Background: an optimization exercise with open tools, aiming at small area and a short achievable clock period. Do not read the settings as production practice.
Where RTL was checked, it was by simulation tests only, not by an equivalence proof against the original.

==> try-umber <==
## Correlation_32
module Correlation_32(
    input [31:0] Num_1,
    input [31:0] Num_2,
    input [31:0] Num_3,
    input [31:0] Num_4,
    input [31:0] Num_5,
    input [31:0] Num_6,
    input [31:0] Num_7,
    input [31:0] Num_8,
    input [31:0] Num_9,
    input [31:0] Num_10,
    input [31:0] Num_11,
    input [31:0] Num_12,
    input [31:0] Num_13,
    input [31:0] Num_14,
    input [31:0] Num_15,
    input [31:0] Num_16,
    input [31:0] Target_Num,
    input Clock,
    input Reset,
    output reg [3:0] Out_4
    );
export LEC_CHECK = 0
export CAP_MARGIN = 20
export CORE_MARGIN = 2
export CORE_UTILIZATION = 60
export CTS_BUF_LIST = sky130_fd_sc_hd__clkbuf_2
export SLEW_MARGIN = 20
export SYNTH_HIERARCHICAL = 1
export SYNTH_MINIMUM_KEEP_SIZE = 0
create_clock -name core_clock -period 50.0 [get_ports {Clock}]
standard.sh (not shown) runs the stock make flow with config.mk's settings and CLKGATE_MAP_FILE= SYNTH_SCRIPT=/design/flow/synth_recipe.tcl, a recipe that flattens the netlist after the stock synthesis.
==> flow/flow/run.sh <==
#!/bin/bash
# Standard ORFS layout (the standard.sh), with the port buffers made from the
# smallest buffer cell, and timing repair aiming for 32.5 ns of setup slack.
set -euo pipefail
export BUFFER_PORTS_ARGS="-buffer_cell sky130_fd_sc_hd__buf_1"
export SETUP_SLACK_MARGIN=32.5
bash standard.sh > standard.log 2>&1
==> try-maple: changes against try-umber <==
==> flow/flow/run.sh (replaced) <==
#!/bin/bash
# Standard ORFS layout (the standard.sh), with the port buffers made from the
# smallest buffer cell, and timing repair aiming for 32.8 ns of setup slack.
set -euo pipefail
export BUFFER_PORTS_ARGS="-buffer_cell sky130_fd_sc_hd__buf_1"
export SETUP_SLACK_MARGIN=32.8
bash standard.sh > standard.log 2>&1
==> flow_metrics.env <==
export IMPL_run_status="timing/DRC/antenna clean"
export IMPL_hold_ws_ns=9.674
export IMPL_cp_arrival_ns=17.13
export IMPL_cp_depth=23
export IMPL_layout_nonclk_buf_share_pct=11.18
export IMPL_cts_resized=26
export IMPL_first_pass_iters=5
export IMPL_diodes=4
[end of results for try-maple]
==> flow_metrics.env <==
export IMPL_seq_share_pct=0.4998
export IMPL_first_pass_iters=7
export IMPL_path_max_fanout=16
export IMPL_largest_class="multi-input gates"
export IMPL_layout_nonclk_buf_share_pct=10.73
export IMPL_cp_num_buf_inv=3
export IMPL_hold_ws_ns=9.676
export IMPL_die_height_um=175.9
export IMPL_layout_nets=3068
export IMPL_cp_depth=24
export IMPL_cts_resized=0
export IMPL_cp_arrival_ns=17.38
export IMPL_run_status="timing/DRC/antenna clean"
[end of results for try-umber]
No functional check of the RTL was part of any run of this note.


==> raven: inputs <==
Correlation_32, a different RTL version from the one above (not shown whole).
export LEC_CHECK = 0
export CAP_MARGIN = 20
export CORE_MARGIN = 2
export CORE_UTILIZATION = 70
export SLEW_MARGIN = 20
export SYNTH_HIERARCHICAL = 1
export SYNTH_MINIMUM_KEEP_SIZE = 0
create_clock -name core_clock -period 50.0 [get_ports {Clock}]
==> flow/flow/run.sh <==
#!/bin/bash
# Standard ORFS layout (the standard.sh), with the port buffers made from the
# smallest buffer cell, and timing repair aiming for 32.5 ns of setup slack.
set -euo pipefail
export BUFFER_PORTS_ARGS="-buffer_cell sky130_fd_sc_hd__buf_1"
export SETUP_SLACK_MARGIN=32.5
bash standard.sh > standard.log 2>&1
==> juniper (differences from raven) <==
==> flow/flow/run.sh (replaced) <==
#!/bin/bash
# Standard ORFS layout (the standard.sh), with the port buffers made from the
# smallest buffer cell, and timing repair aiming for 33 ns of setup slack.
set -euo pipefail
export BUFFER_PORTS_ARGS="-buffer_cell sky130_fd_sc_hd__buf_1"
export SETUP_SLACK_MARGIN=33
bash standard.sh > standard.log 2>&1
- ABC_AREA: default -> 1
- CORE_UTILIZATION: 70 -> 60
==> results by group <==
Finish
  • Sequential share of cell area: less than 1%
  • Most frequent cells in the layout: 517 x buf_1, 496 x xor2_1, 415 x fa_1, 278 x inv_1, 272 x nand2_1
  • Area of the multi-input gates: 17300 um2
  • ClkCell Share: less than 1%

Synth
  • Most instantiated cells after synthesis: 512 x xor2_1, 416 x fa_1, 278 x inv_1
  • Seq/Total Area, Yosys: less than 1%
  • Mapped cell area: between 15000 and 20000 um2

Drt
  • WL met3: 7.47 mm

Placement
  • Cell Area, Placed: just over 20000 um2
  • Post-Place Cells: ~3000

Outcome
  • Status: timing/DRC/antenna clean

Global routing
  • Initial antenna violation count: 2

Clock tree
  • # resized after CTS: 39

Timing
  • Worst Hold Margin: slightly below 10 ns
[end of results for juniper]
==> results by group <==
Finish
  • Area of the multi-input gates: between 15000 and 20000 um2
  • Sequential share of cell area: less than 1%
  • ClkCell Share: less than 1%

Placement
  • Post-Place Cells: about 2300
  • Cell Area, Placed: ~20000 um2

Synth
  • Mapped cell area: 17500 um2
  • Seq/Total Area, Yosys: less than 1%

Timing
  • Worst Hold Margin: around 9.7 ns

Drt
  • WL met3: 8.89 mm

Outcome
  • Status: timing/DRC/antenna clean
[end of results for raven]
Function was not checked in any run of this note: the RTL went through the layout flow alone.


==> trial 57: inputs <==
Another version of the RTL of Correlation_32 (not shown whole).
export LEC_CHECK = 0
export CAP_MARGIN = 20
export CORE_MARGIN = 2
export CORE_UTILIZATION = 40
export SLEW_MARGIN = 20
export SYNTH_HIERARCHICAL = 1
export SYNTH_MINIMUM_KEEP_SIZE = 0
create_clock -name core_clock -period 50.0 [get_ports {Clock}]
==> flow/flow/run.sh <==
#!/bin/bash
# Standard ORFS layout (the standard.sh), with the port buffers made from the
# smallest buffer cell, and timing repair aiming for 32 ns of setup slack.
set -euo pipefail
export BUFFER_PORTS_ARGS="-buffer_cell sky130_fd_sc_hd__buf_1"
export SETUP_SLACK_MARGIN=32
bash standard.sh > standard.log 2>&1
==> build 88: changes against trial 57 <==
==> flow/flow/run.sh (replaced) <==
#!/bin/bash
# Standard ORFS layout (the standard.sh), with the port buffers made from the
# smallest buffer cell, and timing repair aiming for 36 ns of setup slack.
set -euo pipefail
export BUFFER_PORTS_ARGS="-buffer_cell sky130_fd_sc_hd__buf_1"
export SETUP_SLACK_MARGIN=36
bash standard.sh > standard.log 2>&1
==> build 73: changes against trial 57 <==
==> flow/flow/run.sh (replaced) <==
#!/bin/bash
# Standard ORFS layout (the standard.sh), with the port buffers made from the
# smallest buffer cell, and timing repair aiming for 0 ns of setup slack.
set -euo pipefail
export BUFFER_PORTS_ARGS="-buffer_cell sky130_fd_sc_hd__buf_1"
export SETUP_SLACK_MARGIN=0
bash standard.sh > standard.log 2>&1
==> qor summary <==
quantity	trial 57	build 88	build 73
Setup repair after global routing missed its margin	no	yes	no
Depth of the critical timing path with buffers and inverters included	26	30	25
Proportion of cell area occupied by multi-input gates	84.04%	82.04%	84.45%
Arrival time at the worst endpoint	17780 ps	17140 ps	18230 ps
Outcome	finished clean	finished clean	finished clean
Global Route met1 Usage	39.30%	37.74%	39.14%
Routed length per placed instance	27.66 µm	28.52 µm	27.60 µm
DP Wirelength	60420 µm	66530 µm	60420 µm
Largest incremental delay on the critical path	610 ps	550 ps	780 ps
Met3 GRT Util	5.572%	5.710%	5.669%
Multi-input gate area	17940 µm²	19500 µm²	17910 µm²
Pre-CTS setup slack	31750 ps	31910 ps	31750 ps
Post-Place Cells	2695	2700	2695
Post-synthesis to final-layout area growth	15.01%	28.00%	14.25%
Final #Nets	3289	3341	3289
Overall via count from detail_route	14716	15072	14687
Worst slew margin relative to its limit	28.72%	62.73%	24.21%
DR top layer	met5	met4	met5
Fraction of standard cell area that is sequential	0.4688%	0.4212%	0.4719%
No functional check of the RTL was part of any run of this note.


==> inputs of trial 96 <==
Correlation_32, a different RTL version from the one above (not shown whole).
Design Correlation_32, start of the top module:
module Correlation_32(
    input [31:0] Num_1,
    input [31:0] Num_2,
    input [31:0] Num_3,
    input [31:0] Num_4,
    input [31:0] Num_5,
    input [31:0] Num_6,
    input [31:0] Num_7,
    input [31:0] Num_8,
    input [31:0] Num_9,
    input [31:0] Num_10,
    input [31:0] Num_11,
    input [31:0] Num_12,
    input [31:0] Num_13,
    input [31:0] Num_14,
    input [31:0] Num_15,
    input [31:0] Num_16,
    input [31:0] Target_Num,
    input Clock,
    input Reset,
    output reg [3:0] Out_4
    );
  wire [31:0] num [0:15];
  assign num[0] = Num_1;   assign num[1] = Num_2;   assign num[2] = Num_3;   assign num[3] = Num_4;
  assign num[4] = Num_5;   assign num[5] = Num_6;   assign num[6] = Num_7;   assign num[7] = Num_8;
  assign num[8] = Num_9;   assign num[9] = Num_10;  assign num[10] = Num_11; assign num[11] = Num_12;
  assign num[12] = Num_13; assign num[13] = Num_14; assign num[14] = Num_15; assign num[15] = Num_16;
  wire [5:0] d0 [0:15];
  wire [31:0] x0 = num[0] ^ Target_Num;
  wire p0_s0, p0_c0;
  wire p0_s1, p0_c1;
  wire p0_s2, p0_c2;
  ...
==> flow/config.mk <==
export PLATFORM = sky130hd
export DESIGN_NAME = Correlation_32
export DESIGN_NICKNAME = Correlation_32
export VERILOG_FILES = /design/flow/design.v
export SDC_FILE = /design/flow/constraint.sdc
export NUM_CORES = 4
export LEC_CHECK = 0
export CAP_MARGIN = 20
export CORE_MARGIN = 2
export CORE_UTILIZATION = 60
export CTS_BUF_LIST = sky130_fd_sc_hd__clkbuf_2
export SLEW_MARGIN = 20
export SYNTH_HIERARCHICAL = 1
export SYNTH_MINIMUM_KEEP_SIZE = 0
==> flow/constraint.sdc <==
create_clock -name core_clock -period 50.0 [get_ports {Clock}]
set_input_delay 10.0000 -clock core_clock [delete_from_list [all_inputs] [get_ports {Clock}]]
set_output_delay 10.0000 -clock core_clock [all_outputs]
set_load 0.01 [all_outputs]
==> flow/flow/run.sh <==
#!/bin/bash
# Standard ORFS layout (the standard.sh), with the port buffers made from the
# smallest buffer cell, and timing repair aiming for 32.5 ns of setup slack.
set -euo pipefail
export BUFFER_PORTS_ARGS="-buffer_cell sky130_fd_sc_hd__buf_1"
export SETUP_SLACK_MARGIN=32.5
bash standard.sh > standard.log 2>&1
==> inputs of build 80, as changes to trial 96 <==
--- a/flow/flow/run.sh
+++ b/flow/flow/run.sh
@@ -6,2 +6,3 @@
 export SETUP_SLACK_MARGIN=32.5
+export RECOVER_POWER=100
 bash standard.sh > standard.log 2>&1
Settings changed: CTS_BUF_LIST sky130_fd_sc_hd__clkbuf_2 to unset.
==> summary of the runs <==
Non-clock buffer count is the same in build 80 and trial 96. In sequential cell count, build 80 and trial 96 do not differ. Trial 96 went through all stages and came out clean. Build 80 produced a layout that fails on capacitance limit, slew limit. Final area: build 80 is larger than trial 96 (0.31%). In wire length, build 80 and trial 96 hardly differ.
==> figures <==
item                                                                           build 80     trial 96
Footprint of the multi-input gates                                          17000 sq um  17000 sq um
Layout Utilization                                                                70.0%        69.8%
Shortest clock period the worst path allows after layout                       18.35 ns     17.34 ns
Detailed-route vias per instance                                                   5.85         5.86
Number of max-cap violations                                                          1            0
Ant. Diodes                                                                           2            3
Required time reported for the critical path endpoint                          50.13 ns     50.12 ns
Clock transition at the registers of the reported paths                         0.03 ns      0.05 ns
Status                                                       complete, but fails checks  timing/DRC/antenna clean
Violated checks                                           capacitance limit, slew limit            -
Critical path's slowest cell                                                   clkbuf_1         fa_1

[afterwards: timing with drivers on the ports]
Ports are ideal in the flow. The routed layouts listed here were re-timed in OpenROAD. Step 1, drivers: a clkbuf_16 drives Clock and a buf_2 each remaining input, both assumed. Step 2 moves the port delays by t, midway between the first and last clock arrival at a register: inputs arrive t later, outputs are due t later. That takes back most of the time a late clock gives input paths. a / b / c = ideal / step 1 / step 2; a / b = the first two.
run | shift t [ns] | setup slack, ns | worst register clock-pin slew, ns | cell pins on the clock port's net
try-umber | 0.234 | 32.703 / 32.709 / 32.474 | 0.05 / 0.05 | 1
try-maple | 0.233 | 32.950 / 32.947 / 32.714 | 0.05 / 0.05 | 1
raven | 0.263 | 32.386 / 32.374 / 32.111 | 0.03 / 0.03 | 1
juniper | 0.251 | 33.243 / 33.245 / 32.994 | 0.03 / 0.03 | 1
trial 57 | 0.264 | 32.301 / 32.246 / 31.982 | 0.03 / 0.03 | 1
build 88 | 0.258 | 32.946 / 32.951 / 32.694 | 0.03 / 0.03 | 1
build 73 | 0.263 | 31.858 / 31.875 / 31.612 | 0.03 / 0.03 | 1
trial 96 | 0.241 | 32.665 / 32.666 / 32.425 | 0.05 / 0.05 | 1
build 80 | 0.263 | 31.650 / 31.641 / 31.378 | 0.03 / 0.03 | 1
The setup slack of trial 57, which loses most, moves by -0.055 ns with the drivers and by -0.319 ns with both steps.
